This is an optimization exercise on Yosys and OpenROAD, whose aim is small area and a short achievable clock period, not a production implementation.
Function was not checked in any run shown here: the RTL went through the layout flow alone.

==> flow/design.v (outline; a module is shown in full before it is edited, if it fits) <==
// module Float8Mac16_3stage: 1222 lines
module Float8Mac16_3stage #(
    parameter int unsigned N_WAY  = 16,
    parameter int unsigned PADBIT = 10
)(
    input  logic               clk,
    input  logic               rst_n,
    input  logic [8*N_WAY-1:0] din_X,
    input  logic [8*N_WAY-1:0] din_W,
    input  logic               din_valid,
    output logic [15:0]        dout,
    output logic               dout_valid
);
  // ...
==> flow/run.sh <==
#!/bin/bash
# synth_recipe.tcl (not shown) runs the flow's synth.tcl, then flattens the netlist and writes it again
# the make line also repeats each setting of config.mk as NAME=value (left out here)
make -C /OpenROAD-flow-scripts/flow DESIGN_CONFIG=/design/flow/config.mk WORK_HOME=/design/flow/orfs CLKGATE_MAP_FILE= SYNTH_SCRIPT=/design/flow/synth_recipe.tcl finish
==> flow/config.mk <==
export PLATFORM = sky130hd
export DESIGN_NAME = Float8Mac16_3stage
export DESIGN_NICKNAME = Float8Mac16_3stage
export VERILOG_FILES = /design/flow/design.v
export SDC_FILE = /design/flow/constraint.sdc
export NUM_CORES = 4
export LEC_CHECK = 0
export CAP_MARGIN = 20
export CORE_MARGIN = 2
export CORE_UTILIZATION = 40
export PLACE_DENSITY = 0.6
export SLEW_MARGIN = 20
==> flow/constraint.sdc <==
create_clock -name core_clock -period 44.0 [get_ports {clk}]
set_input_delay 8.8000 -clock core_clock [delete_from_list [all_inputs] [get_ports {clk}]]
set_output_delay 8.8000 -clock core_clock [all_outputs]
set_load 0.01 [all_outputs]
==> flow_summary.yaml, run 1 <==
run_status:
  status: "finished clean"
synth:
  yosys.area_share.adder_pct: 26.0
  yosys.area.top_type_share_pct: 20.6
  synthTopCellsByCount: "547 x dfxtp_1, 547 x inv_1, 501 x nor2_1"
  synth_top_area_cell: "dfxtp_1"
  synth_flop_cell: "dfxtp_1"
  synth-xor-area-share_pct: 9.15
layout:
  multi_input_area_share_pct: 64.9
  buffer_area_share_pct: 5.23
  final-clk-cell-share_pct: 4.14
  inverters: 557
global_route:
  grt_max_degree: 53
  grt_first_pass_wirelength_mm: 274
  grt.met1_usage_pct: 34.5
timing:
  rsz0062_at_grt: "false"
  period_minus_slack_ns: 11.91
routing:
  drt_iter0_markers: 3858
  drc_errors: 0
  dr_wl_met3_mm: 11.9
worst_hold_path:
  min_to: "mc[0]"
setup_path:
  required_ns: 44.53
  critPathKind: "flop to flop"
  crit_path_start: "xq[76]"
  crit_path_end_kind: "flop"
  worstReg2RegStart: "xq[76]"
cts:
  post_cts_buffers: 0
  clk_latency_ns: 0.70
die:
  die_y_um: 368
  design.die.area_um2: 136000
  core_area_um2: 132000
==> module Float8Mac16_3stage, before the edit <==
module Float8Mac16_3stage #(
    parameter int unsigned N_WAY  = 16,
    parameter int unsigned PADBIT = 10
)(
    input  logic               clk,
    input  logic               rst_n,
    input  logic [8*N_WAY-1:0] din_X,
    input  logic [8*N_WAY-1:0] din_W,
    input  logic               din_valid,
    output logic [15:0]        dout,
    output logic               dout_valid
);
    logic [3:0] vld;
    always_ff @(posedge clk or negedge rst_n) begin
        if (!rst_n) vld <= 4'd0;
        else        vld <= {vld[2:0], din_valid};
    end
    assign dout_valid = vld[3];
    logic [8*N_WAY-1:0] xq, wq;
    always_ff @(posedge clk) begin
        xq <= din_X;
        wq <= din_W;
    end
    logic [7:0] pa [N_WAY-1:0];
    logic [4:0] ea [N_WAY-1:0];
    logic [5:0] ga [N_WAY-1:0];
    logic [N_WAY-1:0] sa;
    genvar K;
    generate
        for (K = 0; K < N_WAY; K = K + 1) begin : gen_front
            wire [3:0] ex = xq[8*K+6:8*K+3];
            wire [3:0] ew = wq[8*K+6:8*K+3];
            wire [2:0] fx = xq[8*K+2:8*K];
            wire [2:0] fw = wq[8*K+2:8*K];
            wire       hx = |ex;
            wire       hw = |ew;
            assign pa[K] = {hx, fx} * {hw, fw};
            assign ea[K] = {1'b0, ex[3:1], ex[0] | ~hx} + {1'b0, ew[3:1], ew[0] | ~hw};
            assign sa[K] = xq[8*K+7] ^ wq[8*K+7];
            logic [1:0] lx, lw;
            logic [2:0] ax, aw;
            always_comb begin
                if (hx)         begin lx = 2'd3; ax = fx;              end
                else if (fx[2]) begin lx = 2'd2; ax = {fx[1:0], 1'b0}; end
                else if (fx[1]) begin lx = 2'd1; ax = {fx[0], 2'b00};  end
                else            begin lx = 2'd0; ax = 3'b000;          end
                if (hw)         begin lw = 2'd3; aw = fw;              end
                else if (fw[2]) begin lw = 2'd2; aw = {fw[1:0], 1'b0}; end
                else if (fw[1]) begin lw = 2'd1; aw = {fw[0], 2'b00};  end
                else            begin lw = 2'd0; aw = 3'b000;          end
            end
            localparam logic [63:0] CARRY = 64'hfefcfcf8f0e08000;
            wire       c  = CARRY[{ax, aw}];
            wire [2:0] f  = {1'b0, lx} + {1'b0, lw} + {2'b0, c};
            wire       nz = (hx | (|fx)) & (hw | (|fw));
            assign ga[K] = nz ? ({1'b0, ea[K]} + {3'b0, f}) : 6'd0;
        end
    endgenerate
    logic [5:0] mx;
    always_comb begin
        logic [N_WAY-1:0] cand;
        cand = '1;
        for (int b = 5; b >= 0; b = b - 1) begin
            mx[b] = 1'b0;
            for (int k = 0; k < N_WAY; k = k + 1) mx[b] = mx[b] | (cand[k] & ga[k][b]);
            for (int k = 0; k < N_WAY; k = k + 1) cand[k] = cand[k] & (ga[k][b] | ~mx[b]);
        end
    end
    logic [6:0] cm;
    assign cm = 7'd24 - {1'b0, mx};
    logic [6:0] ta [N_WAY-1:0];
    always_comb for (int i = 0; i < N_WAY; i = i + 1) ta[i] = {2'b0, ea[i]} + cm;
    logic [7:0] pb [N_WAY-1:0];
    logic [4:0] tb [N_WAY-1:0];
    logic [N_WAY-1:0] kb, sb;
    logic [5:0] mb;
    always_ff @(posedge clk) begin
        for (int i = 0; i < N_WAY; i = i + 1) begin
            pb[i] <= pa[i];
            tb[i] <= ta[i][4:0];
            kb[i] <= ta[i][6];
        end
        sb <= sa;
        mb <= mx;
    end
    logic [17:0] r [N_WAY-1:0];
    generate
        for (K = 0; K < N_WAY; K = K + 1) begin : gen_align
            wire [4:0]  t  = tb[K];
            wire [7:0]  q  = kb[K] ? 8'd0 : pb[K];
            wire [8:0]  s0 = t[0] ? {q, 1'b0}   : {1'b0, q};
            wire [10:0] s1 = t[1] ? {s0, 2'b0}  : {2'b0, s0};
            wire [14:0] s2 = t[2] ? {s1, 4'b0}  : {4'b0, s1};
            wire [22:0] s3 = t[3] ? {s2, 8'b0}  : {8'b0, s2};
            wire [38:0] s4 = t[4] ? {s3, 16'b0} : {16'b0, s3};
            assign r[K] = s4[24:7] ^ {18{sb[K]}};
        end
    endgenerate
    logic [4:0] nneg, nneg_m;
    always_comb begin
        nneg = 5'd0;
        for (int k = 0; k < N_WAY; k = k + 1) nneg = nneg + {4'd0, sb[k]};
        nneg_m = -nneg;
    end
    wire tss1;
    wire tsc2;
    wire tss3;
    wire tsc4;
    wire tss5;
    wire tsc6;
    wire tss7;
    wire tsc8;
    wire tss9;
    wire tsc10;
    wire tss11;
    wire tsc12;
    wire tss13;
    wire tsc14;
    wire tss15;
    wire tsc16;
    wire tss17;
    wire tsc18;
    wire tss19;
    wire tsc20;
    wire tss21;
    wire tsc22;
    wire tss23;
    wire tsc24;
    wire tss25;
    wire tsc26;
    wire tss27;
    wire tsc28;
    wire tss29;
    wire tsc30;
    wire tss31;
    wire tsc32;
    wire tss33;
    wire tsc34;
    wire tss35;
    wire tsc36;
    wire tss37;
    wire tsc38;
    wire tss39;
    wire tsc40;
    wire tss41;
    wire tsc42;
    wire tss43;
    wire tsc44;
    wire tss45;
    wire tsc46;
    wire tss47;
    wire tsc48;
    wire tss49;
    wire tsc50;
    wire tss51;
    wire tsc52;
    wire tss53;
    wire tsc54;
    wire tss55;
    wire tsc56;
    wire tss57;
    wire tsc58;
    wire tss59;
    wire tsc60;
    wire tss61;
    wire tsc62;
    wire tss63;
    wire tsc64;
    wire tss65;
    wire tsc66;
    wire tss67;
    wire tsc68;
    wire tss69;
    wire tsc70;
    wire tss71;
    wire tsc72;
    wire tss73;
    wire tsc74;
    wire tss75;
    wire tsc76;
    wire tss77;
    wire tsc78;
    wire tss79;
    wire tsc80;
    wire tss81;
    wire tsc82;
    wire tss83;
    wire tsc84;
    wire tss85;
    wire tsc86;
    wire tss87;
    wire tsc88;
    wire tss89;
    wire tsc90;
    wire tss91;
    wire tsc92;
    wire tss93;
    wire tsc94;
    wire tss95;
    wire tsc96;
    wire tss97;
    wire tsc98;
    wire tss99;
    wire tsc100;
    wire tss101;
    wire tsc102;
    wire tss103;
    wire tsc104;
    wire tss105;
    wire tsc106;
    wire tss107;
    wire tsc108;
    wire tss109;
    wire tsc110;
    wire tss111;
    wire tsc112;
    wire tss113;
    wire tsc114;
    wire tss115;
    wire tsc116;
    wire tss117;
    wire tsc118;
    wire tss119;
    wire tsc120;
    wire tss121;
    wire tsc122;
    wire tss123;
    wire tsc124;
    wire tss125;
    wire tsc126;
    wire tss127;
    wire tsc128;
    wire tss129;
    wire tsc130;
    wire tss131;
    wire tsc132;
    wire tss133;
    wire tsc134;
    wire tss135;
    wire tsc136;
    wire tss137;
    wire tsc138;
    wire tss139;
    wire tsc140;
    wire tss141;
    wire tsc142;
    wire tss143;
    wire tsc144;
    wire tss145;
    wire tsc146;
    wire tss147;
    wire tsc148;
    wire tss149;
    wire tsc150;
    wire tss151;
    wire tsc152;
    wire tss153;
    wire tsc154;
    wire tss155;
    wire tsc156;
    wire tss157;
    wire tsc158;
    wire tss159;
    wire tsc160;
    wire tss161;
    wire tsc162;
    wire tss163;
    wire tsc164;
    wire tss165;
    wire tsc166;
    wire tss167;
    wire tsc168;
    wire tss169;
    wire tsc170;
    wire tss171;
    wire tsc172;
    wire tss173;
    wire tsc174;
    wire tss175;
    wire tsc176;
    wire tss177;
    wire tsc178;
    wire tss179;
    wire tsc180;
    wire tss181;
    wire tsc182;
    wire tss183;
    wire tsc184;
    wire tss185;
    wire tsc186;
    wire tss187;
    wire tsc188;
    wire tss189;
    wire tsc190;
    wire tss191;
    wire tsc192;
    wire tss193;
    wire tsc194;
    wire tss195;
    wire tsc196;
    wire tss197;
    wire tsc198;
    wire tss199;
    wire tsc200;
    wire tss201;
    wire tsc202;
    wire tss203;
    wire tsc204;
    wire tss205;
    wire tsc206;
    wire tss207;
    wire tsc208;
    wire tss209;
    wire tsc210;
    wire tss211;
    wire tsc212;
    wire tss213;
    wire tsc214;
    wire tss215;
    wire tsc216;
    wire tss217;
    wire tsc218;
    wire tss219;
    wire tsc220;
    wire tss221;
    wire tsc222;
    wire tss223;
    wire tsc224;
    wire tss225;
    wire tsc226;
    wire tss227;
    wire tsc228;
    wire tss229;
    wire tsc230;
    wire tss231;
    wire tsc232;
    wire tss233;
    wire tsc234;
    wire tss235;
    wire tsc236;
    wire tss237;
    wire tsc238;
    wire tss239;
    wire tsc240;
    wire tss241;
    wire tsc242;
    wire tss243;
    wire tsc244;
    wire tss245;
    wire tsc246;
    wire tss247;
    wire tsc248;
    wire tss249;
    wire tsc250;
    wire tss251;
    wire tsc252;
    wire tss253;
    wire tsc254;
    wire tss255;
    wire tsc256;
    wire tss257;
    wire tsc258;
    wire tss259;
    wire tsc260;
    wire tss261;
    wire tsc262;
    wire tss263;
    wire tsc264;
    wire tss265;
    wire tsc266;
    wire tss267;
    wire tsc268;
    wire tss269;
    wire tsc270;
    wire tss271;
    wire tsc272;
    wire tss273;
    wire tsc274;
    wire tss275;
    wire tsc276;
    wire tss277;
    wire tsc278;
    wire tss279;
    wire tsc280;
    wire tss281;
    wire tsc282;
    wire tss283;
    wire tsc284;
    wire tss285;
    wire tsc286;
    wire tss287;
    wire tsc288;
    wire tss289;
    wire tsc290;
    wire tss291;
    wire tsc292;
    wire tss293;
    wire tsc294;
    wire tss295;
    wire tsc296;
    wire tss297;
    wire tsc298;
    wire tss299;
    wire tsc300;
    wire tss301;
    wire tsc302;
    wire tss303;
    wire tsc304;
    wire tss305;
    wire tsc306;
    wire tss307;
    wire tsc308;
    wire tss309;
    wire tsc310;
    wire tss311;
    wire tsc312;
    wire tss313;
    wire tsc314;
    wire tss315;
    wire tsc316;
    wire tss317;
    wire tsc318;
    wire tss319;
    wire tsc320;
    wire tss321;
    wire tsc322;
    wire tss323;
    wire tsc324;
    wire tss325;
    wire tsc326;
    wire tss327;
    wire tsc328;
    wire tss329;
    wire tsc330;
    wire tss331;
    wire tsc332;
    wire tss333;
    wire tsc334;
    wire tss335;
    wire tsc336;
    wire tss337;
    wire tsc338;
    wire tss339;
    wire tsc340;
    wire tss341;
    wire tsc342;
    wire tss343;
    wire tsc344;
    wire tss345;
    wire tsc346;
    wire tss347;
    wire tsc348;
    wire tss349;
    wire tsc350;
    wire tss351;
    wire tsc352;
    wire tss353;
    wire tsc354;
    wire tss355;
    wire tsc356;
    wire tss357;
    wire tsc358;
    wire tss359;
    wire tsc360;
    wire tss361;
    wire tsc362;
    wire tss363;
    wire tsc364;
    wire tss365;
    wire tsc366;
    wire tss367;
    wire tsc368;
    wire tss369;
    wire tsc370;
    wire tss371;
    wire tsc372;
    wire tss373;
    wire tsc374;
    wire tss375;
    wire tsc376;
    wire tss377;
    wire tsc378;
    wire tss379;
    wire tsc380;
    wire tss381;
    wire tsc382;
    wire tss383;
    wire tsc384;
    wire tss385;
    wire tsc386;
    wire tss387;
    wire tsc388;
    wire tss389;
    wire tsc390;
    wire tss391;
    wire tsc392;
    wire tss393;
    wire tsc394;
    wire tss395;
    wire tsc396;
    wire tss397;
    wire tsc398;
    wire tss399;
    wire tsc400;
    wire tss401;
    wire tsc402;
    wire tss403;
    wire tsc404;
    wire tss405;
    wire tsc406;
    wire tss407;
    wire tsc408;
    wire tss409;
    wire tsc410;
    wire tss411;
    wire tsc412;
    wire tss413;
    wire tsc414;
    wire tss415;
    wire tsc416;
    wire tss417;
    wire tsc418;
    wire tss419;
    wire tsc420;
    wire tss421;
    wire tsc422;
    wire tss423;
    wire tsc424;
    wire tss425;
    wire tsc426;
    wire tss427;
    wire tsc428;
    wire tss429;
    wire tsc430;
    wire tss431;
    wire tsc432;
    wire tss433;
    wire tsc434;
    wire tss435;
    wire tsc436;
    wire tss437;
    wire tsc438;
    wire tss439;
    wire tsc440;
    wire tss441;
    wire tsc442;
    wire tss443;
    wire tsc444;
    wire tss445;
    wire tsc446;
    wire tss447;
    wire tsc448;
    wire tss449;
    wire tsc450;
    wire tss451;
    wire tsc452;
    wire tss453;
    wire tsc454;
    wire tss455;
    wire tsc456;
    wire tss457;
    wire tsc458;
    wire tss459;
    wire tsc460;
    wire tss461;
    wire tsc462;
    wire tss463;
    wire tsc464;
    wire tss465;
    wire tsc466;
    wire tss467;
    wire tsc468;
    wire tss469;
    wire tsc470;
    wire tss471;
    wire tsc472;
    wire tss473;
    wire tsc474;
    wire tss475;
    wire tsc476;
    wire tss477;
    wire tsc478;
    wire tss479;
    wire tsc480;
    wire tss481;
    wire tsc482;
    wire tss483;
    wire tsc484;
    wire tss485;
    wire tsc486;
    wire tss487;
    wire tsc488;
    wire tss489;
    wire tsc490;
    wire tss491;
    wire tsc492;
    wire tss493;
    wire tsc494;
    wire tss495;
    wire tsc496;
    wire tss497;
    wire tsc498;
    wire tss499;
    wire tsc500;
    wire tss501;
    wire tsc502;
    wire tss503;
    wire tsc504;
    wire tss505;
    wire tsc506;
    wire tss507;
    wire tsc508;
    wire tss509;
    wire tsc510;
    wire tss511;
    wire tsc512;
    wire tss513;
    wire tsc514;
    wire tss515;
    wire tsc516;
    wire tss517;
    wire tsc518;
    wire tss519;
    wire tsc520;
    wire tss521;
    wire tsc522;
    wire tss523;
    wire tsc524;
    wire tss525;
    wire tsc526;
    wire tss527;
    wire tsc528;
    wire tss529;
    wire tsc530;
    wire tss531;
    wire tsc532;
    wire tss533;
    wire tsc534;
    wire tss535;
    wire tsc536;
    wire tss537;
    wire tsc538;
    wire tss539;
    wire tsc540;
    wire tss541;
    wire tsc542;
    wire tss543;
    wire tsc544;
    wire tss545;
    wire tsc546;
    assign tss1 = r[0][0] ^ r[1][0] ^ r[2][0];
    assign tsc2 = (r[0][0] & r[1][0]) | (r[2][0] & (r[0][0] ^ r[1][0]));
    assign tss3 = r[3][0] ^ r[4][0] ^ r[5][0];
    assign tsc4 = (r[3][0] & r[4][0]) | (r[5][0] & (r[3][0] ^ r[4][0]));
    assign tss5 = r[0][1] ^ r[1][1] ^ r[2][1];
    assign tsc6 = (r[0][1] & r[1][1]) | (r[2][1] & (r[0][1] ^ r[1][1]));
    assign tss7 = r[3][1] ^ r[4][1] ^ r[5][1];
    assign tsc8 = (r[3][1] & r[4][1]) | (r[5][1] & (r[3][1] ^ r[4][1]));
    assign tss9 = r[6][1] ^ r[7][1] ^ r[8][1];
    assign tsc10 = (r[6][1] & r[7][1]) | (r[8][1] & (r[6][1] ^ r[7][1]));
    assign tss11 = r[0][2] ^ r[1][2] ^ r[2][2];
    assign tsc12 = (r[0][2] & r[1][2]) | (r[2][2] & (r[0][2] ^ r[1][2]));
    assign tss13 = r[3][2] ^ r[4][2] ^ r[5][2];
    assign tsc14 = (r[3][2] & r[4][2]) | (r[5][2] & (r[3][2] ^ r[4][2]));
    assign tss15 = r[6][2] ^ r[7][2] ^ r[8][2];
    assign tsc16 = (r[6][2] & r[7][2]) | (r[8][2] & (r[6][2] ^ r[7][2]));
    assign tss17 = r[9][2] ^ r[10][2];
    assign tsc18 = r[9][2] & r[10][2];
    assign tss19 = r[0][3] ^ r[1][3] ^ r[2][3];
    assign tsc20 = (r[0][3] & r[1][3]) | (r[2][3] & (r[0][3] ^ r[1][3]));
    assign tss21 = r[3][3] ^ r[4][3] ^ r[5][3];
    assign tsc22 = (r[3][3] & r[4][3]) | (r[5][3] & (r[3][3] ^ r[4][3]));
    assign tss23 = r[6][3] ^ r[7][3] ^ r[8][3];
    assign tsc24 = (r[6][3] & r[7][3]) | (r[8][3] & (r[6][3] ^ r[7][3]));
    assign tss25 = r[9][3] ^ r[10][3] ^ r[11][3];
    assign tsc26 = (r[9][3] & r[10][3]) | (r[11][3] & (r[9][3] ^ r[10][3]));
    assign tss27 = r[0][4] ^ r[1][4] ^ r[2][4];
    assign tsc28 = (r[0][4] & r[1][4]) | (r[2][4] & (r[0][4] ^ r[1][4]));
    assign tss29 = r[3][4] ^ r[4][4] ^ r[5][4];
    assign tsc30 = (r[3][4] & r[4][4]) | (r[5][4] & (r[3][4] ^ r[4][4]));
    assign tss31 = r[6][4] ^ r[7][4] ^ r[8][4];
    assign tsc32 = (r[6][4] & r[7][4]) | (r[8][4] & (r[6][4] ^ r[7][4]));
    assign tss33 = r[9][4] ^ r[10][4] ^ r[11][4];
    assign tsc34 = (r[9][4] & r[10][4]) | (r[11][4] & (r[9][4] ^ r[10][4]));
    assign tss35 = r[0][5] ^ r[1][5] ^ r[2][5];
    assign tsc36 = (r[0][5] & r[1][5]) | (r[2][5] & (r[0][5] ^ r[1][5]));
    assign tss37 = r[3][5] ^ r[4][5] ^ r[5][5];
    assign tsc38 = (r[3][5] & r[4][5]) | (r[5][5] & (r[3][5] ^ r[4][5]));
    assign tss39 = r[6][5] ^ r[7][5] ^ r[8][5];
    assign tsc40 = (r[6][5] & r[7][5]) | (r[8][5] & (r[6][5] ^ r[7][5]));
    assign tss41 = r[9][5] ^ r[10][5];
    assign tsc42 = r[9][5] & r[10][5];
    assign tss43 = r[0][6] ^ r[1][6] ^ r[2][6];
    assign tsc44 = (r[0][6] & r[1][6]) | (r[2][6] & (r[0][6] ^ r[1][6]));
    assign tss45 = r[3][6] ^ r[4][6] ^ r[5][6];
    assign tsc46 = (r[3][6] & r[4][6]) | (r[5][6] & (r[3][6] ^ r[4][6]));
    assign tss47 = r[6][6] ^ r[7][6] ^ r[8][6];
    assign tsc48 = (r[6][6] & r[7][6]) | (r[8][6] & (r[6][6] ^ r[7][6]));
    assign tss49 = r[9][6] ^ r[10][6];
    assign tsc50 = r[9][6] & r[10][6];
    assign tss51 = r[0][7] ^ r[1][7] ^ r[2][7];
    assign tsc52 = (r[0][7] & r[1][7]) | (r[2][7] & (r[0][7] ^ r[1][7]));
    assign tss53 = r[3][7] ^ r[4][7] ^ r[5][7];
    assign tsc54 = (r[3][7] & r[4][7]) | (r[5][7] & (r[3][7] ^ r[4][7]));
    assign tss55 = r[6][7] ^ r[7][7] ^ r[8][7];
    assign tsc56 = (r[6][7] & r[7][7]) | (r[8][7] & (r[6][7] ^ r[7][7]));
    assign tss57 = r[9][7] ^ r[10][7];
    assign tsc58 = r[9][7] & r[10][7];
    assign tss59 = r[0][8] ^ r[1][8] ^ r[2][8];
    assign tsc60 = (r[0][8] & r[1][8]) | (r[2][8] & (r[0][8] ^ r[1][8]));
    assign tss61 = r[3][8] ^ r[4][8] ^ r[5][8];
    assign tsc62 = (r[3][8] & r[4][8]) | (r[5][8] & (r[3][8] ^ r[4][8]));
    assign tss63 = r[6][8] ^ r[7][8] ^ r[8][8];
    assign tsc64 = (r[6][8] & r[7][8]) | (r[8][8] & (r[6][8] ^ r[7][8]));
    assign tss65 = r[9][8] ^ r[10][8];
    assign tsc66 = r[9][8] & r[10][8];
    assign tss67 = r[0][9] ^ r[1][9] ^ r[2][9];
    assign tsc68 = (r[0][9] & r[1][9]) | (r[2][9] & (r[0][9] ^ r[1][9]));
    assign tss69 = r[3][9] ^ r[4][9] ^ r[5][9];
    assign tsc70 = (r[3][9] & r[4][9]) | (r[5][9] & (r[3][9] ^ r[4][9]));
    assign tss71 = r[6][9] ^ r[7][9] ^ r[8][9];
    assign tsc72 = (r[6][9] & r[7][9]) | (r[8][9] & (r[6][9] ^ r[7][9]));
    assign tss73 = r[9][9] ^ r[10][9];
    assign tsc74 = r[9][9] & r[10][9];
    assign tss75 = r[0][10] ^ r[1][10] ^ r[2][10];
    assign tsc76 = (r[0][10] & r[1][10]) | (r[2][10] & (r[0][10] ^ r[1][10]));
    assign tss77 = r[3][10] ^ r[4][10] ^ r[5][10];
    assign tsc78 = (r[3][10] & r[4][10]) | (r[5][10] & (r[3][10] ^ r[4][10]));
    assign tss79 = r[6][10] ^ r[7][10] ^ r[8][10];
    assign tsc80 = (r[6][10] & r[7][10]) | (r[8][10] & (r[6][10] ^ r[7][10]));
    assign tss81 = r[9][10] ^ r[10][10];
    assign tsc82 = r[9][10] & r[10][10];
    assign tss83 = r[0][11] ^ r[1][11] ^ r[2][11];
    assign tsc84 = (r[0][11] & r[1][11]) | (r[2][11] & (r[0][11] ^ r[1][11]));
    assign tss85 = r[3][11] ^ r[4][11] ^ r[5][11];
    assign tsc86 = (r[3][11] & r[4][11]) | (r[5][11] & (r[3][11] ^ r[4][11]));
    assign tss87 = r[6][11] ^ r[7][11] ^ r[8][11];
    assign tsc88 = (r[6][11] & r[7][11]) | (r[8][11] & (r[6][11] ^ r[7][11]));
    assign tss89 = r[9][11] ^ r[10][11];
    assign tsc90 = r[9][11] & r[10][11];
    assign tss91 = r[0][12] ^ r[1][12] ^ r[2][12];
    assign tsc92 = (r[0][12] & r[1][12]) | (r[2][12] & (r[0][12] ^ r[1][12]));
    assign tss93 = r[3][12] ^ r[4][12] ^ r[5][12];
    assign tsc94 = (r[3][12] & r[4][12]) | (r[5][12] & (r[3][12] ^ r[4][12]));
    assign tss95 = r[6][12] ^ r[7][12] ^ r[8][12];
    assign tsc96 = (r[6][12] & r[7][12]) | (r[8][12] & (r[6][12] ^ r[7][12]));
    assign tss97 = r[9][12] ^ r[10][12];
    assign tsc98 = r[9][12] & r[10][12];
    assign tss99 = r[0][13] ^ r[1][13] ^ r[2][13];
    assign tsc100 = (r[0][13] & r[1][13]) | (r[2][13] & (r[0][13] ^ r[1][13]));
    assign tss101 = r[3][13] ^ r[4][13] ^ r[5][13];
    assign tsc102 = (r[3][13] & r[4][13]) | (r[5][13] & (r[3][13] ^ r[4][13]));
    assign tss103 = r[6][13] ^ r[7][13] ^ r[8][13];
    assign tsc104 = (r[6][13] & r[7][13]) | (r[8][13] & (r[6][13] ^ r[7][13]));
    assign tss105 = r[9][13] ^ r[10][13];
    assign tsc106 = r[9][13] & r[10][13];
    assign tss107 = r[0][14] ^ r[1][14] ^ r[2][14];
    assign tsc108 = (r[0][14] & r[1][14]) | (r[2][14] & (r[0][14] ^ r[1][14]));
    assign tss109 = r[3][14] ^ r[4][14] ^ r[5][14];
    assign tsc110 = (r[3][14] & r[4][14]) | (r[5][14] & (r[3][14] ^ r[4][14]));
    assign tss111 = r[6][14] ^ r[7][14] ^ r[8][14];
    assign tsc112 = (r[6][14] & r[7][14]) | (r[8][14] & (r[6][14] ^ r[7][14]));
    assign tss113 = r[9][14] ^ r[10][14];
    assign tsc114 = r[9][14] & r[10][14];
    assign tss115 = r[0][15] ^ r[1][15] ^ r[2][15];
    assign tsc116 = (r[0][15] & r[1][15]) | (r[2][15] & (r[0][15] ^ r[1][15]));
    assign tss117 = r[3][15] ^ r[4][15] ^ r[5][15];
    assign tsc118 = (r[3][15] & r[4][15]) | (r[5][15] & (r[3][15] ^ r[4][15]));
    assign tss119 = r[6][15] ^ r[7][15] ^ r[8][15];
    assign tsc120 = (r[6][15] & r[7][15]) | (r[8][15] & (r[6][15] ^ r[7][15]));
    assign tss121 = r[9][15] ^ r[10][15];
    assign tsc122 = r[9][15] & r[10][15];
    assign tss123 = r[0][16] ^ r[1][16] ^ r[2][16];
    assign tsc124 = (r[0][16] & r[1][16]) | (r[2][16] & (r[0][16] ^ r[1][16]));
    assign tss125 = r[3][16] ^ r[4][16] ^ r[5][16];
    assign tsc126 = (r[3][16] & r[4][16]) | (r[5][16] & (r[3][16] ^ r[4][16]));
    assign tss127 = r[6][16] ^ r[7][16] ^ r[8][16];
    assign tsc128 = (r[6][16] & r[7][16]) | (r[8][16] & (r[6][16] ^ r[7][16]));
    assign tss129 = r[9][16] ^ r[10][16];
    assign tsc130 = r[9][16] & r[10][16];
    assign tss131 = r[0][17] ^ r[1][17] ^ r[2][17];
    assign tsc132 = (r[0][17] & r[1][17]) | (r[2][17] & (r[0][17] ^ r[1][17]));
    assign tss133 = r[3][17] ^ r[4][17] ^ r[5][17];
    assign tsc134 = (r[3][17] & r[4][17]) | (r[5][17] & (r[3][17] ^ r[4][17]));
    assign tss135 = r[6][17] ^ r[7][17] ^ r[8][17];
    assign tsc136 = (r[6][17] & r[7][17]) | (r[8][17] & (r[6][17] ^ r[7][17]));
    assign tss137 = r[9][17] ^ r[10][17];
    assign tsc138 = r[9][17] & r[10][17];
    assign tss139 = r[6][0] ^ r[7][0] ^ r[8][0];
    assign tsc140 = (r[6][0] & r[7][0]) | (r[8][0] & (r[6][0] ^ r[7][0]));
    assign tss141 = r[9][0] ^ r[10][0] ^ r[11][0];
    assign tsc142 = (r[9][0] & r[10][0]) | (r[11][0] & (r[9][0] ^ r[10][0]));
    assign tss143 = r[9][1] ^ r[10][1] ^ r[11][1];
    assign tsc144 = (r[9][1] & r[10][1]) | (r[11][1] & (r[9][1] ^ r[10][1]));
    assign tss145 = r[12][1] ^ r[13][1] ^ r[14][1];
    assign tsc146 = (r[12][1] & r[13][1]) | (r[14][1] & (r[12][1] ^ r[13][1]));
    assign tss147 = r[15][1] ^ nneg[1] ^ tss5;
    assign tsc148 = (r[15][1] & nneg[1]) | (tss5 & (r[15][1] ^ nneg[1]));
    assign tss149 = r[11][2] ^ r[12][2] ^ r[13][2];
    assign tsc150 = (r[11][2] & r[12][2]) | (r[13][2] & (r[11][2] ^ r[12][2]));
    assign tss151 = r[14][2] ^ r[15][2] ^ nneg[2];
    assign tsc152 = (r[14][2] & r[15][2]) | (nneg[2] & (r[14][2] ^ r[15][2]));
    assign tss153 = tss11 ^ tss13 ^ tss15;
    assign tsc154 = (tss11 & tss13) | (tss15 & (tss11 ^ tss13));
    assign tss155 = tss17 ^ tsc6;
    assign tsc156 = tss17 & tsc6;
    assign tss157 = r[12][3] ^ r[13][3] ^ r[14][3];
    assign tsc158 = (r[12][3] & r[13][3]) | (r[14][3] & (r[12][3] ^ r[13][3]));
    assign tss159 = r[15][3] ^ nneg[3] ^ tss19;
    assign tsc160 = (r[15][3] & nneg[3]) | (tss19 & (r[15][3] ^ nneg[3]));
    assign tss161 = tss21 ^ tss23 ^ tss25;
    assign tsc162 = (tss21 & tss23) | (tss25 & (tss21 ^ tss23));
    assign tss163 = tsc12 ^ tsc14 ^ tsc16;
    assign tsc164 = (tsc12 & tsc14) | (tsc16 & (tsc12 ^ tsc14));
    assign tss165 = r[12][4] ^ r[13][4] ^ r[14][4];
    assign tsc166 = (r[12][4] & r[13][4]) | (r[14][4] & (r[12][4] ^ r[13][4]));
    assign tss167 = r[15][4] ^ nneg[4] ^ tss27;
    assign tsc168 = (r[15][4] & nneg[4]) | (tss27 & (r[15][4] ^ nneg[4]));
    assign tss169 = tss29 ^ tss31 ^ tss33;
    assign tsc170 = (tss29 & tss31) | (tss33 & (tss29 ^ tss31));
    assign tss171 = tsc20 ^ tsc22 ^ tsc24;
    assign tsc172 = (tsc20 & tsc22) | (tsc24 & (tsc20 ^ tsc22));
    assign tss173 = r[11][5] ^ r[12][5] ^ r[13][5];
    assign tsc174 = (r[11][5] & r[12][5]) | (r[13][5] & (r[11][5] ^ r[12][5]));
    assign tss175 = r[14][5] ^ r[15][5] ^ tss35;
    assign tsc176 = (r[14][5] & r[15][5]) | (tss35 & (r[14][5] ^ r[15][5]));
    assign tss177 = tss37 ^ tss39 ^ tss41;
    assign tsc178 = (tss37 & tss39) | (tss41 & (tss37 ^ tss39));
    assign tss179 = tsc28 ^ tsc30 ^ tsc32;
    assign tsc180 = (tsc28 & tsc30) | (tsc32 & (tsc28 ^ tsc30));
    assign tss181 = r[11][6] ^ r[12][6] ^ r[13][6];
    assign tsc182 = (r[11][6] & r[12][6]) | (r[13][6] & (r[11][6] ^ r[12][6]));
    assign tss183 = r[14][6] ^ r[15][6] ^ tss43;
    assign tsc184 = (r[14][6] & r[15][6]) | (tss43 & (r[14][6] ^ r[15][6]));
    assign tss185 = tss45 ^ tss47 ^ tss49;
    assign tsc186 = (tss45 & tss47) | (tss49 & (tss45 ^ tss47));
    assign tss187 = tsc36 ^ tsc38 ^ tsc40;
    assign tsc188 = (tsc36 & tsc38) | (tsc40 & (tsc36 ^ tsc38));
    assign tss189 = r[11][7] ^ r[12][7] ^ r[13][7];
    assign tsc190 = (r[11][7] & r[12][7]) | (r[13][7] & (r[11][7] ^ r[12][7]));
    assign tss191 = r[14][7] ^ r[15][7] ^ tss51;
    assign tsc192 = (r[14][7] & r[15][7]) | (tss51 & (r[14][7] ^ r[15][7]));
    assign tss193 = tss53 ^ tss55 ^ tss57;
    assign tsc194 = (tss53 & tss55) | (tss57 & (tss53 ^ tss55));
    assign tss195 = tsc44 ^ tsc46 ^ tsc48;
    assign tsc196 = (tsc44 & tsc46) | (tsc48 & (tsc44 ^ tsc46));
    assign tss197 = r[11][8] ^ r[12][8] ^ r[13][8];
    assign tsc198 = (r[11][8] & r[12][8]) | (r[13][8] & (r[11][8] ^ r[12][8]));
    assign tss199 = r[14][8] ^ r[15][8] ^ tss59;
    assign tsc200 = (r[14][8] & r[15][8]) | (tss59 & (r[14][8] ^ r[15][8]));
    assign tss201 = tss61 ^ tss63 ^ tss65;
    assign tsc202 = (tss61 & tss63) | (tss65 & (tss61 ^ tss63));
    assign tss203 = tsc52 ^ tsc54 ^ tsc56;
    assign tsc204 = (tsc52 & tsc54) | (tsc56 & (tsc52 ^ tsc54));
    assign tss205 = r[11][9] ^ r[12][9] ^ r[13][9];
    assign tsc206 = (r[11][9] & r[12][9]) | (r[13][9] & (r[11][9] ^ r[12][9]));
    assign tss207 = r[14][9] ^ r[15][9] ^ tss67;
    assign tsc208 = (r[14][9] & r[15][9]) | (tss67 & (r[14][9] ^ r[15][9]));
    assign tss209 = tss69 ^ tss71 ^ tss73;
    assign tsc210 = (tss69 & tss71) | (tss73 & (tss69 ^ tss71));
    assign tss211 = tsc60 ^ tsc62 ^ tsc64;
    assign tsc212 = (tsc60 & tsc62) | (tsc64 & (tsc60 ^ tsc62));
    assign tss213 = r[11][10] ^ r[12][10] ^ r[13][10];
    assign tsc214 = (r[11][10] & r[12][10]) | (r[13][10] & (r[11][10] ^ r[12][10]));
    assign tss215 = r[14][10] ^ r[15][10] ^ tss75;
    assign tsc216 = (r[14][10] & r[15][10]) | (tss75 & (r[14][10] ^ r[15][10]));
    assign tss217 = tss77 ^ tss79 ^ tss81;
    assign tsc218 = (tss77 & tss79) | (tss81 & (tss77 ^ tss79));
    assign tss219 = tsc68 ^ tsc70 ^ tsc72;
    assign tsc220 = (tsc68 & tsc70) | (tsc72 & (tsc68 ^ tsc70));
    assign tss221 = r[11][11] ^ r[12][11] ^ r[13][11];
    assign tsc222 = (r[11][11] & r[12][11]) | (r[13][11] & (r[11][11] ^ r[12][11]));
    assign tss223 = r[14][11] ^ r[15][11] ^ tss83;
    assign tsc224 = (r[14][11] & r[15][11]) | (tss83 & (r[14][11] ^ r[15][11]));
    assign tss225 = tss85 ^ tss87 ^ tss89;
    assign tsc226 = (tss85 & tss87) | (tss89 & (tss85 ^ tss87));
    assign tss227 = tsc76 ^ tsc78 ^ tsc80;
    assign tsc228 = (tsc76 & tsc78) | (tsc80 & (tsc76 ^ tsc78));
    assign tss229 = r[11][12] ^ r[12][12] ^ r[13][12];
    assign tsc230 = (r[11][12] & r[12][12]) | (r[13][12] & (r[11][12] ^ r[12][12]));
    assign tss231 = r[14][12] ^ r[15][12] ^ tss91;
    assign tsc232 = (r[14][12] & r[15][12]) | (tss91 & (r[14][12] ^ r[15][12]));
    assign tss233 = tss93 ^ tss95 ^ tss97;
    assign tsc234 = (tss93 & tss95) | (tss97 & (tss93 ^ tss95));
    assign tss235 = tsc84 ^ tsc86 ^ tsc88;
    assign tsc236 = (tsc84 & tsc86) | (tsc88 & (tsc84 ^ tsc86));
    assign tss237 = r[11][13] ^ r[12][13] ^ r[13][13];
    assign tsc238 = (r[11][13] & r[12][13]) | (r[13][13] & (r[11][13] ^ r[12][13]));
    assign tss239 = r[14][13] ^ r[15][13] ^ tss99;
    assign tsc240 = (r[14][13] & r[15][13]) | (tss99 & (r[14][13] ^ r[15][13]));
    assign tss241 = tss101 ^ tss103 ^ tss105;
    assign tsc242 = (tss101 & tss103) | (tss105 & (tss101 ^ tss103));
    assign tss243 = tsc92 ^ tsc94 ^ tsc96;
    assign tsc244 = (tsc92 & tsc94) | (tsc96 & (tsc92 ^ tsc94));
    assign tss245 = r[11][14] ^ r[12][14] ^ r[13][14];
    assign tsc246 = (r[11][14] & r[12][14]) | (r[13][14] & (r[11][14] ^ r[12][14]));
    assign tss247 = r[14][14] ^ r[15][14] ^ tss107;
    assign tsc248 = (r[14][14] & r[15][14]) | (tss107 & (r[14][14] ^ r[15][14]));
    assign tss249 = tss109 ^ tss111 ^ tss113;
    assign tsc250 = (tss109 & tss111) | (tss113 & (tss109 ^ tss111));
    assign tss251 = tsc100 ^ tsc102 ^ tsc104;
    assign tsc252 = (tsc100 & tsc102) | (tsc104 & (tsc100 ^ tsc102));
    assign tss253 = r[11][15] ^ r[12][15] ^ r[13][15];
    assign tsc254 = (r[11][15] & r[12][15]) | (r[13][15] & (r[11][15] ^ r[12][15]));
    assign tss255 = r[14][15] ^ r[15][15] ^ tss115;
    assign tsc256 = (r[14][15] & r[15][15]) | (tss115 & (r[14][15] ^ r[15][15]));
    assign tss257 = tss117 ^ tss119 ^ tss121;
    assign tsc258 = (tss117 & tss119) | (tss121 & (tss117 ^ tss119));
    assign tss259 = tsc108 ^ tsc110 ^ tsc112;
    assign tsc260 = (tsc108 & tsc110) | (tsc112 & (tsc108 ^ tsc110));
    assign tss261 = r[11][16] ^ r[12][16] ^ r[13][16];
    assign tsc262 = (r[11][16] & r[12][16]) | (r[13][16] & (r[11][16] ^ r[12][16]));
    assign tss263 = r[14][16] ^ r[15][16] ^ tss123;
    assign tsc264 = (r[14][16] & r[15][16]) | (tss123 & (r[14][16] ^ r[15][16]));
    assign tss265 = tss125 ^ tss127 ^ tss129;
    assign tsc266 = (tss125 & tss127) | (tss129 & (tss125 ^ tss127));
    assign tss267 = tsc116 ^ tsc118 ^ tsc120;
    assign tsc268 = (tsc116 & tsc118) | (tsc120 & (tsc116 ^ tsc118));
    assign tss269 = r[11][17] ^ r[12][17] ^ r[13][17];
    assign tsc270 = (r[11][17] & r[12][17]) | (r[13][17] & (r[11][17] ^ r[12][17]));
    assign tss271 = r[14][17] ^ r[15][17] ^ tss131;
    assign tsc272 = (r[14][17] & r[15][17]) | (tss131 & (r[14][17] ^ r[15][17]));
    assign tss273 = tss133 ^ tss135 ^ tss137;
    assign tsc274 = (tss133 & tss135) | (tss137 & (tss133 ^ tss135));
    assign tss275 = tsc124 ^ tsc126 ^ tsc128;
    assign tsc276 = (tsc124 & tsc126) | (tsc128 & (tsc124 ^ tsc126));
    assign tss277 = r[12][0] ^ r[13][0] ^ r[14][0];
    assign tsc278 = (r[12][0] & r[13][0]) | (r[14][0] & (r[12][0] ^ r[13][0]));
    assign tss279 = r[15][0] ^ nneg[0];
    assign tsc280 = r[15][0] & nneg[0];
    assign tss281 = tss7 ^ tss9 ^ tsc2;
    assign tsc282 = (tss7 & tss9) | (tsc2 & (tss7 ^ tss9));
    assign tss283 = tsc4 ^ tss143 ^ tss145;
    assign tsc284 = (tsc4 & tss143) | (tss145 & (tsc4 ^ tss143));
    assign tss285 = tss147 ^ tsc140;
    assign tsc286 = tss147 & tsc140;
    assign tss287 = tsc8 ^ tsc10 ^ tss149;
    assign tsc288 = (tsc8 & tsc10) | (tss149 & (tsc8 ^ tsc10));
    assign tss289 = tss151 ^ tss153 ^ tss155;
    assign tsc290 = (tss151 & tss153) | (tss155 & (tss151 ^ tss153));
    assign tss291 = tsc144 ^ tsc146 ^ tsc148;
    assign tsc292 = (tsc144 & tsc146) | (tsc148 & (tsc144 ^ tsc146));
    assign tss293 = tsc18 ^ tss157 ^ tss159;
    assign tsc294 = (tsc18 & tss157) | (tss159 & (tsc18 ^ tss157));
    assign tss295 = tss161 ^ tss163 ^ tsc150;
    assign tsc296 = (tss161 & tss163) | (tsc150 & (tss161 ^ tss163));
    assign tss297 = tsc152 ^ tsc154 ^ tsc156;
    assign tsc298 = (tsc152 & tsc154) | (tsc156 & (tsc152 ^ tsc154));
    assign tss299 = tsc26 ^ tss165 ^ tss167;
    assign tsc300 = (tsc26 & tss165) | (tss167 & (tsc26 ^ tss165));
    assign tss301 = tss169 ^ tss171 ^ tsc158;
    assign tsc302 = (tss169 & tss171) | (tsc158 & (tss169 ^ tss171));
    assign tss303 = tsc160 ^ tsc162 ^ tsc164;
    assign tsc304 = (tsc160 & tsc162) | (tsc164 & (tsc160 ^ tsc162));
    assign tss305 = tsc34 ^ tss173 ^ tss175;
    assign tsc306 = (tsc34 & tss173) | (tss175 & (tsc34 ^ tss173));
    assign tss307 = tss177 ^ tss179 ^ tsc166;
    assign tsc308 = (tss177 & tss179) | (tsc166 & (tss177 ^ tss179));
    assign tss309 = tsc168 ^ tsc170 ^ tsc172;
    assign tsc310 = (tsc168 & tsc170) | (tsc172 & (tsc168 ^ tsc170));
    assign tss311 = tsc42 ^ tss181 ^ tss183;
    assign tsc312 = (tsc42 & tss181) | (tss183 & (tsc42 ^ tss181));
    assign tss313 = tss185 ^ tss187 ^ tsc174;
    assign tsc314 = (tss185 & tss187) | (tsc174 & (tss185 ^ tss187));
    assign tss315 = tsc176 ^ tsc178 ^ tsc180;
    assign tsc316 = (tsc176 & tsc178) | (tsc180 & (tsc176 ^ tsc178));
    assign tss317 = tsc50 ^ tss189 ^ tss191;
    assign tsc318 = (tsc50 & tss189) | (tss191 & (tsc50 ^ tss189));
    assign tss319 = tss193 ^ tss195 ^ tsc182;
    assign tsc320 = (tss193 & tss195) | (tsc182 & (tss193 ^ tss195));
    assign tss321 = tsc184 ^ tsc186 ^ tsc188;
    assign tsc322 = (tsc184 & tsc186) | (tsc188 & (tsc184 ^ tsc186));
    assign tss323 = tsc58 ^ tss197 ^ tss199;
    assign tsc324 = (tsc58 & tss197) | (tss199 & (tsc58 ^ tss197));
    assign tss325 = tss201 ^ tss203 ^ tsc190;
    assign tsc326 = (tss201 & tss203) | (tsc190 & (tss201 ^ tss203));
    assign tss327 = tsc192 ^ tsc194 ^ tsc196;
    assign tsc328 = (tsc192 & tsc194) | (tsc196 & (tsc192 ^ tsc194));
    assign tss329 = tsc66 ^ tss205 ^ tss207;
    assign tsc330 = (tsc66 & tss205) | (tss207 & (tsc66 ^ tss205));
    assign tss331 = tss209 ^ tss211 ^ tsc198;
    assign tsc332 = (tss209 & tss211) | (tsc198 & (tss209 ^ tss211));
    assign tss333 = tsc200 ^ tsc202 ^ tsc204;
    assign tsc334 = (tsc200 & tsc202) | (tsc204 & (tsc200 ^ tsc202));
    assign tss335 = tsc74 ^ tss213 ^ tss215;
    assign tsc336 = (tsc74 & tss213) | (tss215 & (tsc74 ^ tss213));
    assign tss337 = tss217 ^ tss219 ^ tsc206;
    assign tsc338 = (tss217 & tss219) | (tsc206 & (tss217 ^ tss219));
    assign tss339 = tsc208 ^ tsc210 ^ tsc212;
    assign tsc340 = (tsc208 & tsc210) | (tsc212 & (tsc208 ^ tsc210));
    assign tss341 = tsc82 ^ tss221 ^ tss223;
    assign tsc342 = (tsc82 & tss221) | (tss223 & (tsc82 ^ tss221));
    assign tss343 = tss225 ^ tss227 ^ tsc214;
    assign tsc344 = (tss225 & tss227) | (tsc214 & (tss225 ^ tss227));
    assign tss345 = tsc216 ^ tsc218 ^ tsc220;
    assign tsc346 = (tsc216 & tsc218) | (tsc220 & (tsc216 ^ tsc218));
    assign tss347 = tsc90 ^ tss229 ^ tss231;
    assign tsc348 = (tsc90 & tss229) | (tss231 & (tsc90 ^ tss229));
    assign tss349 = tss233 ^ tss235 ^ tsc222;
    assign tsc350 = (tss233 & tss235) | (tsc222 & (tss233 ^ tss235));
    assign tss351 = tsc224 ^ tsc226 ^ tsc228;
    assign tsc352 = (tsc224 & tsc226) | (tsc228 & (tsc224 ^ tsc226));
    assign tss353 = tsc98 ^ tss237 ^ tss239;
    assign tsc354 = (tsc98 & tss237) | (tss239 & (tsc98 ^ tss237));
    assign tss355 = tss241 ^ tss243 ^ tsc230;
    assign tsc356 = (tss241 & tss243) | (tsc230 & (tss241 ^ tss243));
    assign tss357 = tsc232 ^ tsc234 ^ tsc236;
    assign tsc358 = (tsc232 & tsc234) | (tsc236 & (tsc232 ^ tsc234));
    assign tss359 = tsc106 ^ tss245 ^ tss247;
    assign tsc360 = (tsc106 & tss245) | (tss247 & (tsc106 ^ tss245));
    assign tss361 = tss249 ^ tss251 ^ tsc238;
    assign tsc362 = (tss249 & tss251) | (tsc238 & (tss249 ^ tss251));
    assign tss363 = tsc240 ^ tsc242 ^ tsc244;
    assign tsc364 = (tsc240 & tsc242) | (tsc244 & (tsc240 ^ tsc242));
    assign tss365 = tsc114 ^ tss253 ^ tss255;
    assign tsc366 = (tsc114 & tss253) | (tss255 & (tsc114 ^ tss253));
    assign tss367 = tss257 ^ tss259 ^ tsc246;
    assign tsc368 = (tss257 & tss259) | (tsc246 & (tss257 ^ tss259));
    assign tss369 = tsc248 ^ tsc250 ^ tsc252;
    assign tsc370 = (tsc248 & tsc250) | (tsc252 & (tsc248 ^ tsc250));
    assign tss371 = tsc122 ^ tss261 ^ tss263;
    assign tsc372 = (tsc122 & tss261) | (tss263 & (tsc122 ^ tss261));
    assign tss373 = tss265 ^ tss267 ^ tsc254;
    assign tsc374 = (tss265 & tss267) | (tsc254 & (tss265 ^ tss267));
    assign tss375 = tsc256 ^ tsc258 ^ tsc260;
    assign tsc376 = (tsc256 & tsc258) | (tsc260 & (tsc256 ^ tsc258));
    assign tss377 = tsc130 ^ tss269 ^ tss271;
    assign tsc378 = (tsc130 & tss269) | (tss271 & (tsc130 ^ tss269));
    assign tss379 = tss273 ^ tss275 ^ tsc262;
    assign tsc380 = (tss273 & tss275) | (tsc262 & (tss273 ^ tss275));
    assign tss381 = tsc264 ^ tsc266 ^ tsc268;
    assign tsc382 = (tsc264 & tsc266) | (tsc268 & (tsc264 ^ tsc266));
    assign tss383 = nneg_m[0] ^ tsc132 ^ tsc134;
    assign tsc384 = (nneg_m[0] & tsc132) | (tsc134 & (nneg_m[0] ^ tsc132));
    assign tss385 = tsc136 ^ tsc138 ^ tsc270;
    assign tsc386 = (tsc136 & tsc138) | (tsc270 & (tsc136 ^ tsc138));
    assign tss387 = tsc272 ^ tsc274 ^ tsc276;
    assign tsc388 = (tsc272 & tsc274) | (tsc276 & (tsc272 ^ tsc274));
    assign tss389 = tss1 ^ tss3 ^ tss139;
    assign tsc390 = (tss1 & tss3) | (tss139 & (tss1 ^ tss3));
    assign tss391 = tsc142 ^ tss281 ^ tss283;
    assign tsc392 = (tsc142 & tss281) | (tss283 & (tsc142 ^ tss281));
    assign tss393 = tss285 ^ tsc278;
    assign tsc394 = tss285 & tsc278;
    assign tss395 = tss287 ^ tss289 ^ tss291;
    assign tsc396 = (tss287 & tss289) | (tss291 & (tss287 ^ tss289));
    assign tss397 = tsc282 ^ tsc284 ^ tsc286;
    assign tsc398 = (tsc282 & tsc284) | (tsc286 & (tsc282 ^ tsc284));
    assign tss399 = tss293 ^ tss295 ^ tss297;
    assign tsc400 = (tss293 & tss295) | (tss297 & (tss293 ^ tss295));
    assign tss401 = tsc288 ^ tsc290 ^ tsc292;
    assign tsc402 = (tsc288 & tsc290) | (tsc292 & (tsc288 ^ tsc290));
    assign tss403 = tss299 ^ tss301 ^ tss303;
    assign tsc404 = (tss299 & tss301) | (tss303 & (tss299 ^ tss301));
    assign tss405 = tsc294 ^ tsc296 ^ tsc298;
    assign tsc406 = (tsc294 & tsc296) | (tsc298 & (tsc294 ^ tsc296));
    assign tss407 = tss305 ^ tss307 ^ tss309;
    assign tsc408 = (tss305 & tss307) | (tss309 & (tss305 ^ tss307));
    assign tss409 = tsc300 ^ tsc302 ^ tsc304;
    assign tsc410 = (tsc300 & tsc302) | (tsc304 & (tsc300 ^ tsc302));
    assign tss411 = tss311 ^ tss313 ^ tss315;
    assign tsc412 = (tss311 & tss313) | (tss315 & (tss311 ^ tss313));
    assign tss413 = tsc306 ^ tsc308 ^ tsc310;
    assign tsc414 = (tsc306 & tsc308) | (tsc310 & (tsc306 ^ tsc308));
    assign tss415 = tss317 ^ tss319 ^ tss321;
    assign tsc416 = (tss317 & tss319) | (tss321 & (tss317 ^ tss319));
    assign tss417 = tsc312 ^ tsc314 ^ tsc316;
    assign tsc418 = (tsc312 & tsc314) | (tsc316 & (tsc312 ^ tsc314));
    assign tss419 = tss323 ^ tss325 ^ tss327;
    assign tsc420 = (tss323 & tss325) | (tss327 & (tss323 ^ tss325));
    assign tss421 = tsc318 ^ tsc320 ^ tsc322;
    assign tsc422 = (tsc318 & tsc320) | (tsc322 & (tsc318 ^ tsc320));
    assign tss423 = tss329 ^ tss331 ^ tss333;
    assign tsc424 = (tss329 & tss331) | (tss333 & (tss329 ^ tss331));
    assign tss425 = tsc324 ^ tsc326 ^ tsc328;
    assign tsc426 = (tsc324 & tsc326) | (tsc328 & (tsc324 ^ tsc326));
    assign tss427 = tss335 ^ tss337 ^ tss339;
    assign tsc428 = (tss335 & tss337) | (tss339 & (tss335 ^ tss337));
    assign tss429 = tsc330 ^ tsc332 ^ tsc334;
    assign tsc430 = (tsc330 & tsc332) | (tsc334 & (tsc330 ^ tsc332));
    assign tss431 = tss341 ^ tss343 ^ tss345;
    assign tsc432 = (tss341 & tss343) | (tss345 & (tss341 ^ tss343));
    assign tss433 = tsc336 ^ tsc338 ^ tsc340;
    assign tsc434 = (tsc336 & tsc338) | (tsc340 & (tsc336 ^ tsc338));
    assign tss435 = tss347 ^ tss349 ^ tss351;
    assign tsc436 = (tss347 & tss349) | (tss351 & (tss347 ^ tss349));
    assign tss437 = tsc342 ^ tsc344 ^ tsc346;
    assign tsc438 = (tsc342 & tsc344) | (tsc346 & (tsc342 ^ tsc344));
    assign tss439 = tss353 ^ tss355 ^ tss357;
    assign tsc440 = (tss353 & tss355) | (tss357 & (tss353 ^ tss355));
    assign tss441 = tsc348 ^ tsc350 ^ tsc352;
    assign tsc442 = (tsc348 & tsc350) | (tsc352 & (tsc348 ^ tsc350));
    assign tss443 = tss359 ^ tss361 ^ tss363;
    assign tsc444 = (tss359 & tss361) | (tss363 & (tss359 ^ tss361));
    assign tss445 = tsc354 ^ tsc356 ^ tsc358;
    assign tsc446 = (tsc354 & tsc356) | (tsc358 & (tsc354 ^ tsc356));
    assign tss447 = tss365 ^ tss367 ^ tss369;
    assign tsc448 = (tss365 & tss367) | (tss369 & (tss365 ^ tss367));
    assign tss449 = tsc360 ^ tsc362 ^ tsc364;
    assign tsc450 = (tsc360 & tsc362) | (tsc364 & (tsc360 ^ tsc362));
    assign tss451 = tss371 ^ tss373 ^ tss375;
    assign tsc452 = (tss371 & tss373) | (tss375 & (tss371 ^ tss373));
    assign tss453 = tsc366 ^ tsc368 ^ tsc370;
    assign tsc454 = (tsc366 & tsc368) | (tsc370 & (tsc366 ^ tsc368));
    assign tss455 = tss377 ^ tss379 ^ tss381;
    assign tsc456 = (tss377 & tss379) | (tss381 & (tss377 ^ tss379));
    assign tss457 = tsc372 ^ tsc374 ^ tsc376;
    assign tsc458 = (tsc372 & tsc374) | (tsc376 & (tsc372 ^ tsc374));
    assign tss459 = tss383 ^ tss385 ^ tss387;
    assign tsc460 = (tss383 & tss385) | (tss387 & (tss383 ^ tss385));
    assign tss461 = tsc378 ^ tsc380 ^ tsc382;
    assign tsc462 = (tsc378 & tsc380) | (tsc382 & (tsc378 ^ tsc380));
    assign tss463 = nneg_m[1] ^ tsc384 ^ tsc386;
    assign tsc464 = (nneg_m[1] & tsc384) | (tsc386 & (nneg_m[1] ^ tsc384));
    assign tss465 = tss141 ^ tss277;
    assign tsc466 = tss141 & tss277;
    assign tss467 = tsc280 ^ tss391 ^ tss393;
    assign tsc468 = (tsc280 & tss391) | (tss393 & (tsc280 ^ tss391));
    assign tss469 = tss395 ^ tss397 ^ tsc392;
    assign tsc470 = (tss395 & tss397) | (tsc392 & (tss395 ^ tss397));
    assign tss471 = tss399 ^ tss401 ^ tsc396;
    assign tsc472 = (tss399 & tss401) | (tsc396 & (tss399 ^ tss401));
    assign tss473 = tss403 ^ tss405 ^ tsc400;
    assign tsc474 = (tss403 & tss405) | (tsc400 & (tss403 ^ tss405));
    assign tss475 = tss407 ^ tss409 ^ tsc404;
    assign tsc476 = (tss407 & tss409) | (tsc404 & (tss407 ^ tss409));
    assign tss477 = tss411 ^ tss413 ^ tsc408;
    assign tsc478 = (tss411 & tss413) | (tsc408 & (tss411 ^ tss413));
    assign tss479 = tss415 ^ tss417 ^ tsc412;
    assign tsc480 = (tss415 & tss417) | (tsc412 & (tss415 ^ tss417));
    assign tss481 = tss419 ^ tss421 ^ tsc416;
    assign tsc482 = (tss419 & tss421) | (tsc416 & (tss419 ^ tss421));
    assign tss483 = tss423 ^ tss425 ^ tsc420;
    assign tsc484 = (tss423 & tss425) | (tsc420 & (tss423 ^ tss425));
    assign tss485 = tss427 ^ tss429 ^ tsc424;
    assign tsc486 = (tss427 & tss429) | (tsc424 & (tss427 ^ tss429));
    assign tss487 = tss431 ^ tss433 ^ tsc428;
    assign tsc488 = (tss431 & tss433) | (tsc428 & (tss431 ^ tss433));
    assign tss489 = tss435 ^ tss437 ^ tsc432;
    assign tsc490 = (tss435 & tss437) | (tsc432 & (tss435 ^ tss437));
    assign tss491 = tss439 ^ tss441 ^ tsc436;
    assign tsc492 = (tss439 & tss441) | (tsc436 & (tss439 ^ tss441));
    assign tss493 = tss443 ^ tss445 ^ tsc440;
    assign tsc494 = (tss443 & tss445) | (tsc440 & (tss443 ^ tss445));
    assign tss495 = tss447 ^ tss449 ^ tsc444;
    assign tsc496 = (tss447 & tss449) | (tsc444 & (tss447 ^ tss449));
    assign tss497 = tss451 ^ tss453 ^ tsc448;
    assign tsc498 = (tss451 & tss453) | (tsc448 & (tss451 ^ tss453));
    assign tss499 = tss455 ^ tss457 ^ tsc452;
    assign tsc500 = (tss455 & tss457) | (tsc452 & (tss455 ^ tss457));
    assign tss501 = tss459 ^ tss461 ^ tsc456;
    assign tsc502 = (tss459 & tss461) | (tsc456 & (tss459 ^ tss461));
    assign tss503 = tsc388 ^ tss463 ^ tsc460;
    assign tsc504 = (tsc388 & tss463) | (tsc460 & (tsc388 ^ tss463));
    assign tss505 = tss279 ^ tss389;
    assign tsc506 = tss279 & tss389;
    assign tss507 = tsc390 ^ tss467 ^ tsc466;
    assign tsc508 = (tsc390 & tss467) | (tsc466 & (tsc390 ^ tss467));
    assign tss509 = tsc394 ^ tss469 ^ tsc468;
    assign tsc510 = (tsc394 & tss469) | (tsc468 & (tsc394 ^ tss469));
    assign tss511 = tsc398 ^ tss471 ^ tsc470;
    assign tsc512 = (tsc398 & tss471) | (tsc470 & (tsc398 ^ tss471));
    assign tss513 = tsc402 ^ tss473 ^ tsc472;
    assign tsc514 = (tsc402 & tss473) | (tsc472 & (tsc402 ^ tss473));
    assign tss515 = tsc406 ^ tss475 ^ tsc474;
    assign tsc516 = (tsc406 & tss475) | (tsc474 & (tsc406 ^ tss475));
    assign tss517 = tsc410 ^ tss477 ^ tsc476;
    assign tsc518 = (tsc410 & tss477) | (tsc476 & (tsc410 ^ tss477));
    assign tss519 = tsc414 ^ tss479 ^ tsc478;
    assign tsc520 = (tsc414 & tss479) | (tsc478 & (tsc414 ^ tss479));
    assign tss521 = tsc418 ^ tss481 ^ tsc480;
    assign tsc522 = (tsc418 & tss481) | (tsc480 & (tsc418 ^ tss481));
    assign tss523 = tsc422 ^ tss483 ^ tsc482;
    assign tsc524 = (tsc422 & tss483) | (tsc482 & (tsc422 ^ tss483));
    assign tss525 = tsc426 ^ tss485 ^ tsc484;
    assign tsc526 = (tsc426 & tss485) | (tsc484 & (tsc426 ^ tss485));
    assign tss527 = tsc430 ^ tss487 ^ tsc486;
    assign tsc528 = (tsc430 & tss487) | (tsc486 & (tsc430 ^ tss487));
    assign tss529 = tsc434 ^ tss489 ^ tsc488;
    assign tsc530 = (tsc434 & tss489) | (tsc488 & (tsc434 ^ tss489));
    assign tss531 = tsc438 ^ tss491 ^ tsc490;
    assign tsc532 = (tsc438 & tss491) | (tsc490 & (tsc438 ^ tss491));
    assign tss533 = tsc442 ^ tss493 ^ tsc492;
    assign tsc534 = (tsc442 & tss493) | (tsc492 & (tsc442 ^ tss493));
    assign tss535 = tsc446 ^ tss495 ^ tsc494;
    assign tsc536 = (tsc446 & tss495) | (tsc494 & (tsc446 ^ tss495));
    assign tss537 = tsc450 ^ tss497 ^ tsc496;
    assign tsc538 = (tsc450 & tss497) | (tsc496 & (tsc450 ^ tss497));
    assign tss539 = tsc454 ^ tss499 ^ tsc498;
    assign tsc540 = (tsc454 & tss499) | (tsc498 & (tsc454 ^ tss499));
    assign tss541 = tsc458 ^ tss501 ^ tsc500;
    assign tsc542 = (tsc458 & tss501) | (tsc500 & (tsc458 ^ tss501));
    assign tss543 = tsc462 ^ tss503 ^ tsc502;
    assign tsc544 = (tsc462 & tss503) | (tsc502 & (tsc462 ^ tss503));
    assign tss545 = nneg_m[2] ^ tsc464 ^ tsc504;
    assign tsc546 = (nneg_m[2] & tsc464) | (tsc504 & (nneg_m[2] ^ tsc464));
    wire [22:0] ua = {nneg_m[4], nneg_m[3], tss545, tss543, tss541, tss539, tss537, tss535, tss533, tss531, tss529, tss527, tss525, tss523, tss521, tss519, tss517, tss515, tss513, tss511, tss509, tss507, tss465};
    wire [22:0] va = {1'b0, tsc546, tsc544, tsc542, tsc540, tsc538, tsc536, tsc534, tsc532, tsc530, tsc528, tsc526, tsc524, tsc522, tsc520, tsc518, tsc516, tsc514, tsc512, tsc510, tsc508, tsc506, tss505};
    logic [22:0] sum_c;
    logic [5:0]  mc;
    always_ff @(posedge clk) begin
        sum_c <= ua + va;
        mc    <= mb;
    end
    logic        sgn;
    logic [21:0] mag, nrm;
    logic [4:0]  lead;
    logic [14:0] em;
    logic [15:0] res;
    always_comb begin
        sgn  = sum_c[22];
        mag  = sgn ? -sum_c[21:0] : sum_c[21:0];
        lead = 5'd0;
        for (int i = 0; i < 22; i = i + 1)
            if (mag[i]) lead = i[4:0];
        nrm  = mag << (5'd21 - lead);
        em   = {({2'b0, mc} + 8'd90 + {3'b0, lead}), nrm[20:14]}
             + {14'd0, nrm[13] & ((|nrm[12:0]) | nrm[14])};
        res  = (|mag) ? {sgn, em} : 16'd0;
    end
    always_ff @(posedge clk) dout <= res;
endmodule
==> run 2: changes to the inputs <==
--- a/flow/design.v
+++ b/flow/design.v
@@ -70,8 +70,15 @@
     assign cm = 7'd24 - {1'b0, mx};
     logic [6:0] ta [N_WAY-1:0];
     always_comb for (int i = 0; i < N_WAY; i = i + 1) ta[i] = {2'b0, ea[i]} + cm;
+    logic [4:0] na, na_m;
+    always_comb begin
+        na = 5'd0;
+        for (int k = 0; k < N_WAY; k = k + 1) na = na + {4'd0, sa[k]};
+        na_m = -na;
+    end
     logic [7:0] pb [N_WAY-1:0];
     logic [4:0] tb [N_WAY-1:0];
+    logic [4:0] nneg, nneg_m;
     logic [N_WAY-1:0] kb, sb;
     logic [5:0] mb;
     always_ff @(posedge clk) begin
@@ -82,6 +89,8 @@
         end
         sb <= sa;
         mb <= mx;
+        nneg   <= na;
+        nneg_m <= na_m;
     end
     logic [17:0] r [N_WAY-1:0];
     generate
@@ -96,12 +105,6 @@
             assign r[K] = s4[24:7] ^ {18{sb[K]}};
         end
     endgenerate
-    logic [4:0] nneg, nneg_m;
-    always_comb begin
-        nneg = 5'd0;
-        for (int k = 0; k < N_WAY; k = k + 1) nneg = nneg + {4'd0, sb[k]};
-        nneg_m = -nneg;
-    end
     wire tss1;
     wire tsc2;
     wire tss3;
==> run 2 against run 1 <==
Still clean on timing, DRC and antenna. Clock skew rose by 0.00054 ns. Cell count barely moved. Routed wire length fell by 0.57%. Synthesized cell count fell by 0.42%. Critical path depth fell by 4. Clock-buffer cell count rose by 5. Via count fell by 0.32%. Maximum frequency rose by 1.1%.
==> flow_summary.yaml, run 2 <==
run_status:
  status: "finished clean"
cts:
  numCtsBuffers: 71
  path_clk_slew_ns: 0.06
  clockBufferDepth: 3
  cts.sinks: 560
  post_cts_buffers: 0
  ctsHoldBuffers: 0
  cts_tree: "yes"
  clk_latency_ns: 0.71
routing:
  dr_wl_met3_mm: 9.88
  ant_nets: 0
  drt_iter0_markers: 3468
  met2RoutedLength_mm: 84.0
  avgRoutedWirePerCell_um: 22.5
  top_layer: "met5"
  drc_errors: 0
  routed_via_density: 5.59
timing:
  tns_ns: 0
  holdWs_ns: 0.318
  setup_violations: 0
  rsz0062_at_grt: "false"
  period_minus_slack_ns: 11.78
  slew_violations: 0
  finalHoldViolations: 0
  relSlewSlack_pct: 22.2
global_route:
  grt_first_pass_wirelength_mm: 273
  grt_pass1_vias: 44000
  grt_overflow: 0
  grt_max_degree: 28
die:
  initial_core_util_pct: 40.3
  core_area_um2: 132000
  ios: 276
  design.die.area_um2: 136000
  die_width_um: 368
  die_y_um: 368
setup_path:
  cpMostUsedCell: "inv_1"
  rr_worst_depth: 34
  critPathKind: "flop to flop"
  worstReg2RegStart: "xq[124]"
  crit_path_end_kind: "flop"
  reg2reg_setup_slack_ns: 32.22
  arrival_ns: 12.40
  critPathTopFamily: "simple AND/OR/NAND/NOR gates"
  required_ns: 44.62
  crit_path_max_incr_delay_ns: 1.00
layout:
  antenna_cells: 0
  final_common_cell: "inv_1"
  fillCellCount: 12900
  final_core_util_pct: 45.4
  nNetsFinal: 7383
  final_cells: 8079
placement:
  portBuffers: 275
  placed_cell_area_um2: 57300
  gp_congestion: 0.998
  place_ws_ns: 32.11
synth:
  syn_area_um2: 53100
  synth_top_area_cell: "dfxtp_1"
  synthTopCellsByCount: "561 x inv_1, 556 x dfxtp_1, 553 x nor2_1"
  syn_area_per_cell_um2: 8.62
  synth_flop_cell: "dfxtp_1"
  yosysWarnings: 8
  synthArstFlopShare_pct: 0.714
  synth-seq-cells: 560
  yosys.area.top_type_share_pct: 21.0
worst_hold_path:
  min_to: "mc[3]"
  worstHoldStart: "mb[3]"
  min_path_cells: 0
-- run 2: worst max-delay path by stage --
stage          cells after the start  startpoint     end  slack, ns
2_1_floorplan                     36      xq[19]  kb[11]      34.73
3_3_place_gp                      37     xq[124]  kb[15]      32.37
3_5_place_dp                      37     xq[124]  kb[11]      32.11
4_1_cts                           37     xq[124]  kb[11]      32.07
5_1_grt                           35     xq[124]   kb[5]      31.88
6_report                          34     xq[124]   kb[0]      32.22
-- run 2: cells by family after synthesis --
| kind of cell | after synthesis | share of synthesized area, % |
|---|---|---|
| XOR/XNOR | 533 | 8.82 |
| buffers and inverters | 865 | 6.19 |
| AND/OR/NAND/NOR | 1824 | 17.2 |
| adder cells (fa/ha/maj) | 856 | 26.0 |
| multiplexers | 188 | 3.67 |
| AO/OA/AOI/OAI | 1335 | 17.0 |
| flip-flops | 560 | 21.2 |
-- run 2: final cells by class --
class / instances / area (µm²) / area share (%)
tap: 1755 / 2200 / 3.67
timing repair buffer: 328 / 3150 / 5.27
clock buffer: 94 / 2040 / 3.40
multi-input combinational: 4736 / 38700 / 64.7
inverter: 571 / 2140 / 3.58
clock inverter: 35 / 380 / 0.636
sequential: 560 / 11200 / 18.8
-- run 2: metal layers --
metal	GRT usage, %	vias to the layer above
met5	0	-
met4	10.1	4
met3	3.54	286
met2	43.3	1449
met1	35.1	21900
li1	-	21500

## port drivers added, routing unchanged
How much do the figures lean on ideal ports? The routed layouts below were timed once more, with nothing changed but the port constraints.
Step 1: set_driving_cell puts a clkbuf_16 on clk and a buf_2 on each other input, an assumption about the parent block.
Step 2, shift: input delay + t, output delay - t, t = (earliest + latest rising clock arrival at the registers) / 2. This alone moves slack from input paths to output paths.
Three values: no drivers, after step 1, after step 2; two values: the first two.
run	t (ns)	slack for setup (ns)	worst setup path after step 2	worst slew at a driven data input, ns
run 1	0.752	32.088 / 32.088 / 32.088	register to register	0.07
run 2	0.762	32.220 / 32.220 / 32.220	register to register	0.06
After both steps setup and hold are still met in every run listed.
